From an optimization exercise on the open Yosys and OpenROAD flow, aimed at small area; shortcuts taken in it are not production practice. Only simulation tests tie the RTL to the original design; equivalence was not proved.

==> branch zinc: inputs <==
==> flow/design.v (excerpt) <==
module cfpu(
	input										clk,
	input										reset,
	input [(10-1):0]				csr_address,
	input										csr_read,
	output [(32-1):0]				csr_readdata,
	input										csr_write,
	input [(32-1):0]				csr_writedata,
	output										csr_waitrequest,
	input [(10-1):0]		fprint_address,
	input										fprint_write,
	input [(32-1):0]				fprint_writedata,
	output										fprint_waitrequest,
	output										checkpoint_write,
	output [32-1 : 0]				checkpoint_writedata,
	output [27-1 : 0]			checkpoint_address,
	input										checkpoint_waitrequest,
	output										irq
);
Settings: LEC_CHECK=0, CAP_MARGIN=20, CORE_MARGIN=2, CORE_UTILIZATION=50, CTS_BUF_LIST=sky130_fd_sc_hd__clkbuf_8, CTS_CLUSTER_DIAMETER=50, CTS_CLUSTER_SIZE=12, SLEW_MARGIN=20; clock period 10.0 ns.
run.sh (not shown) runs the stock make flow with config.mk's settings and CLKGATE_MAP_FILE= SYNTH_SCRIPT=/design/flow/synth_recipe.tcl, a recipe that flattens the netlist after the stock synthesis.
==> inputs of branch pepper, as changes to branch zinc <==
==> flow/config.mk (replaced) <==
export PLATFORM = sky130hd
export DESIGN_NAME = cfpu
export DESIGN_NICKNAME = cfpu
export VERILOG_FILES = /design/flow/design.v
export SDC_FILE = /design/flow/constraint.sdc
export NUM_CORES = 4
export LEC_CHECK = 0
export CAP_MARGIN = 20
export CORE_MARGIN = 2
export CORE_UTILIZATION = 40
export SLEW_MARGIN = 20
==> inputs of branch ember, as changes to branch zinc <==
--- a/flow/design.v
+++ b/flow/design.v
@@ -79,44 +79,84 @@
 		for (i = 0; i < 16; i = i + 1)
 			if (tid == i) begin
 				success_reg[i] <= ~mismatch;
 				if (mismatch) fail_reg[2*i +: 2] <= lcid;
 			end
 	end
 end
-reg [3:0]	cat0 [0:15];
-reg [3:0]	cat1 [0:15];
-reg [3:0]	cat2 [0:15];
-reg [9:0]	maxc [0:15];
+reg			fph;
+reg [3:0]	ca0 [0:23];		 
+reg [3:0]	ca1 [0:23];
+reg [9:0]	mx0 [0:7];
+reg [9:0]	mx1 [0:7];
 reg [15:0]	nmr;
+reg [9:0]	p_val;
+reg [3:0]	p_task;
+reg [1:0]	p_lcore;
+reg			cat_late, max_late;		 
+wire p_al = p_task[0] ^ fph;
+always @(posedge clk)
+	if (cs == CS_ACC) begin
+		p_val <= csr_writedata[9:0];
+		p_task <= csr_task;
+		p_lcore <= csr_lcore;
+	end
+reg [1:0]	clr;
+always @(posedge clk or posedge reset) begin
+	if (reset)
+		clr <= 2'b11;
+	else
+		clr <= {clr[0], 1'b0};
+end
+always @(posedge clk) begin
+	for (i = 0; i < 24; i = i + 1) begin
+		ca1[i] <= ca0[i];
+		ca0[i] <= clr[1] ? 4'd0 :
+				  (cat_late && p_al && {p_lcore, p_task[3:1]} == i) ? p_val[3:0] : ca1[i];
+	end
+	for (i = 0; i < 8; i = i + 1) begin
+		mx1[i] <= mx0[i];
+		mx0[i] <= clr[1] ? 10'd0 :
+				  (max_late && p_al && p_task[3:1] == i) ? p_val : mx1[i];
+	end
+end
 always @(posedge clk or posedge reset) begin
 	if (reset) begin
-		for (i = 0; i < 16; i = i + 1) begin
-			cat0[i] <= 0; cat1[i] <= 0; cat2[i] <= 0; maxc[i] <= 0;
-		end
 		nmr <= 0;
+		cat_late <= 0;
+		max_late <= 0;
 	end else begin
-		for (i = 0; i < 16; i = i + 1) begin
-			if (csr_cat_write && csr_task == i && csr_lcore == 2'd0) cat0[i] <= csr_writedata[3:0];
-			if (csr_cat_write && csr_task == i && csr_lcore == 2'd1) cat1[i] <= csr_writedata[3:0];
-			if (csr_cat_write && csr_task == i && csr_lcore == 2'd2) cat2[i] <= csr_writedata[3:0];
-			if (csr_max_write && csr_task == i) maxc[i] <= csr_writedata[9:0];
+		if (csr_cat_write) cat_late <= (csr_lcore != 2'd3);
+		else if (p_al) cat_late <= 1'b0;
+		if (csr_max_write) max_late <= 1'b1;
+		else if (p_al) max_late <= 1'b0;
+		for (i = 0; i < 16; i = i + 1)
 			if (csr_nmr_write && csr_task == i) nmr[i] <= csr_writedata[0];
-		end
 	end
 end
+function [3:0] cat_rd(input [1:0] c, input [3:0] t);
+	begin
+		if (cat_late && p_lcore == c && p_task == t)
+			cat_rd = p_val[3:0];
+		else if (t[0] ^ fph)
+			cat_rd = ca1[{c, t[3:1]}];
+		else
+			cat_rd = ca0[{c, t[3:1]}];
+	end
+endfunction
+wire [9:0] maxc_tid = (max_late && p_task == tid) ? p_val :
+					  (tid[0] ^ fph) ? mx1[tid[3:1]] : mx0[tid[3:1]];
 wire cmp_nmr = nmr[tid];
 localparam FF_IDLE = 2'd0, FF_WR = 2'd1, FF_WQ = 2'd2;
 reg [1:0] ff;
 reg [4:0]	fi_cnt;
 reg [3:0]	fi_wp;
 reg [3:0]	fi_q;			 
 reg [25:0]	fr0 [0:7];
 reg [25:0]	fr1 [0:7];
-reg			fph;
 wire fi_full  = (fi_cnt == 5'd15);
 wire fi_empty = (fi_cnt == 5'd0);
 always @(posedge clk or posedge reset) begin
 	if (reset)
 		ff <= FF_IDLE;
 	else case (ff)
 		FF_IDLE: if (fprint_write & ~fi_full) ff <= FF_WR;
@@ -156,17 +196,17 @@
 wire [25:0]	fe		= (fi_q[0] ^ fph) ? fr1[fi_q[3:1]] : fr0[fi_q[3:1]];
 wire [15:0]	fe_data	= fe[15:0];
 wire [3:0]	fe_task	= fe[19:16];
 wire [3:0]	fe_core	= fe[23:20];
 wire		fe_fp	= fe[24];
 wire		fe_k	= fe[25];
 wire		fe_cs	= ~fe_fp & fe[0];
-wire [1:0]	fe_lid	= (cat0[fe_task] == fe_core) ? 2'd0 :
-					  (cat1[fe_task] == fe_core) ? 2'd1 :
-					  (cat2[fe_task] == fe_core) ? 2'd2 : 2'd3;
+wire [1:0]	fe_lid	= (cat_rd(2'd0, fe_task) == fe_core) ? 2'd0 :
+					  (cat_rd(2'd1, fe_task) == fe_core) ? 2'd1 :
+					  (cat_rd(2'd2, fe_task) == fe_core) ? 2'd2 : 2'd3;
 reg [15:0]	checkout0, checkout1, checkout2;
 reg [15:0]	checkin0, checkin1, checkin2;
 wire fe_out = (fe_lid == 2'd0) ? checkout0[fe_task] :
 			  (fe_lid == 2'd1) ? checkout1[fe_task] :
 			  (fe_lid == 2'd2) ? checkout2[fe_task] : 1'b0;
 localparam C_IDLE = 4'd0, C_SET = 4'd1, C_LOAD = 4'd2, C_CMP = 4'd3, C_CKPT = 4'd4,
 		   C_INC = 4'd5, C_MM = 4'd6, C_RST = 4'd7, C_TCR = 4'd8, C_STW = 4'd9;
@@ -266,15 +306,15 @@
 end
 wire fmatch = m01 & ((m12 & m20) | ~cmp_nmr);
 reg [9:0]	tc0 [0:7];
 reg [9:0]	tc1 [0:7];
 reg			tc_late;
 wire [9:0]	tc_rd = (tid[0] ^ fph) ? tc1[tid[3:1]] : tc0[tid[3:1]];
 wire		ckpt_ack;
-wire		max_reached = (tc_rd == maxc[tid]);
+wire		max_reached = (tc_rd == maxc_tid);
 always @(posedge clk or posedge reset) begin
 	if (reset)
 		cst <= C_IDLE;
 	else case (cst)
 		C_IDLE: if (|fprint_checkin) cst <= C_SET;
 		C_SET:  cst <= C_LOAD;
 		C_LOAD: cst <= C_CMP;
@@ -310,25 +350,23 @@
 	else if (cst == C_SET)
 		tid <= task_check;
 end
 wire tc_wr = (cst == C_INC) | (cst == C_TCR);
 wire tc_commit = (tc_wr & (tid[0] ^ fph)) | tc_late;
 wire [9:0] tc_data = ((cst == C_INC) | (cst == C_RST)) ? tc_rd + 1'b1 : 10'd0;
 always @(posedge clk or posedge reset) begin
-	if (reset) begin
+	if (reset)
 		tc_late <= 0;
-		for (i = 0; i < 8; i = i + 1) begin
-			tc0[i] <= 0; tc1[i] <= 0;
-		end
-	end else begin
+	else
 		tc_late <= tc_wr & ~(tid[0] ^ fph);
-		for (i = 0; i < 8; i = i + 1) begin
-			tc1[i] <= tc0[i];
-			tc0[i] <= (tc_commit && tid[3:1] == i) ? tc_data : tc1[i];
-		end
+end
+always @(posedge clk) begin
+	for (i = 0; i < 8; i = i + 1) begin
+		tc1[i] <= tc0[i];
+		tc0[i] <= clr[1] ? 10'd0 : (tc_commit && tid[3:1] == i) ? tc_data : tc1[i];
 	end
 end
 localparam P_IDLE = 2'd0, P_CK = 2'd1, P_ACK = 2'd2;
 reg [1:0] ps;
 reg [1:0] cp_lid;
 wire cp_done = cmp_nmr ? (cp_lid == 2'd2) : (cp_lid == 2'd1);
 assign ckpt_ack = (ps == P_ACK);
@@ -339,17 +377,15 @@
 		P_IDLE: if (cst == C_CKPT) ps <= P_CK;
 		P_CK:   if (cp_done) ps <= P_ACK;
 		default: ps <= P_IDLE;
 	endcase
 end
 always @(posedge clk)
 	cp_lid <= (ps == P_CK) ? cp_lid + 1'b1 : 2'd0;
-wire [3:0] cp_phys = (cp_lid == 2'd0) ? cat0[tid] :
-					 (cp_lid == 2'd1) ? cat1[tid] :
-					 (cp_lid == 2'd2) ? cat2[tid] : 4'd0;
+wire [3:0] cp_phys = (cp_lid == 2'd3) ? 4'd0 : cat_rd(cp_lid, tid);
 reg [4:0]	co_cnt;
 reg [3:0]	co_wp;
 reg [3:0]	co_q;
 reg [7:0]	co_ram [0:15];
 wire co_full  = (co_cnt == 5'd15);
 wire co_empty = (co_cnt == 5'd0);
 wire co_wr = (ps == P_CK) & ~co_full;
==> flow/config.mk (replaced) <==
export PLATFORM = sky130hd
export DESIGN_NAME = cfpu
export DESIGN_NICKNAME = cfpu
export VERILOG_FILES = /design/flow/design.v
export SDC_FILE = /design/flow/constraint.sdc
export NUM_CORES = 4
export LEC_CHECK = 0
export ABC_AREA = 1
export CAP_MARGIN = 5
export CORE_MARGIN = 2
export CORE_UTILIZATION = 50
export CTS_BUF_LIST = sky130_fd_sc_hd__clkbuf_8
export CTS_CLUSTER_DIAMETER = 50
export CTS_CLUSTER_SIZE = 16
export GPL_TIMING_DRIVEN = 0
export SLEW_MARGIN = 5
==> reports/results.tsv <==
metric	value	unit
cp-start-kind	primary input	
instances_no_fill	12376	
worstPathCellList	clkdlybuf4s50_1 -> nor4_2 -> or3b_2 -> nor2_1 -> and2_1 -> clkdlybuf4s50_1	
drtIter0Drc	7639	
num-clock-buffers	440	
cp-startpoint	csr_address[7]	
die_area	0.260	sq mm
status	no timing/DRC/antenna violations	
drt-total-wl	328000	um
worst-path-max-fanout	19	
gp_congestion	0.928	
the above is filed under branch pepper

==> reports/results.tsv <==
metric	value	unit
worst-path-max-fanout	22	
violations	capacitance limit, slew limit	
slew_viol_final	141	
cap_violations	17	
status	failed layout checks	
the above is filed under branch ember

==> reports/results.tsv <==
metric	value	unit
gp_congestion	0.919	
cp-startpoint	fi_q[2]	
cp-start-kind	flip-flop	
instances_no_fill	11598	
status	no timing/DRC/antenna violations	
worst-path-max-fanout	48	
the above is filed under branch zinc

afterwards: timing with drivers on the ports:
How much do the figures lean on ideal ports? The routed layouts below were timed once more, with nothing changed but the port constraints.
Step 1, drivers: a clkbuf_16 drives clk and a buf_2 each remaining input, both assumed.
Step 2 also shifts input and output timing later by t, the mid clock arrival at the registers, as if the neighbouring blocks saw the same clock.
Slacks: ideal / step 1 / step 2; pairs: ideal / step 1.
| run | t, ns | setup slack, ns | worst hold slack (ns) | slew at the worst register clock pin (ns) |
|---|---|---|---|---|
| branch zinc | 1.144 | 2.753 / 2.753 / 2.753 | 0.302 / 0.302 / 0.302 | 0.09 / 0.09 |
| branch pepper | 1.022 | 2.433 / 2.349 / 2.349 | 0.307 / 0.307 / 0.307 | 0.08 / 0.08 |
| branch ember | 1.147 | 1.055 / 1.055 / 1.055 | 0.252 / 0.252 / 0.252 | 0.11 / 0.11 |
For branch pepper, which loses most, drivers alone change the setup slack by -0.084 ns; drivers and shift together by -0.084 ns.
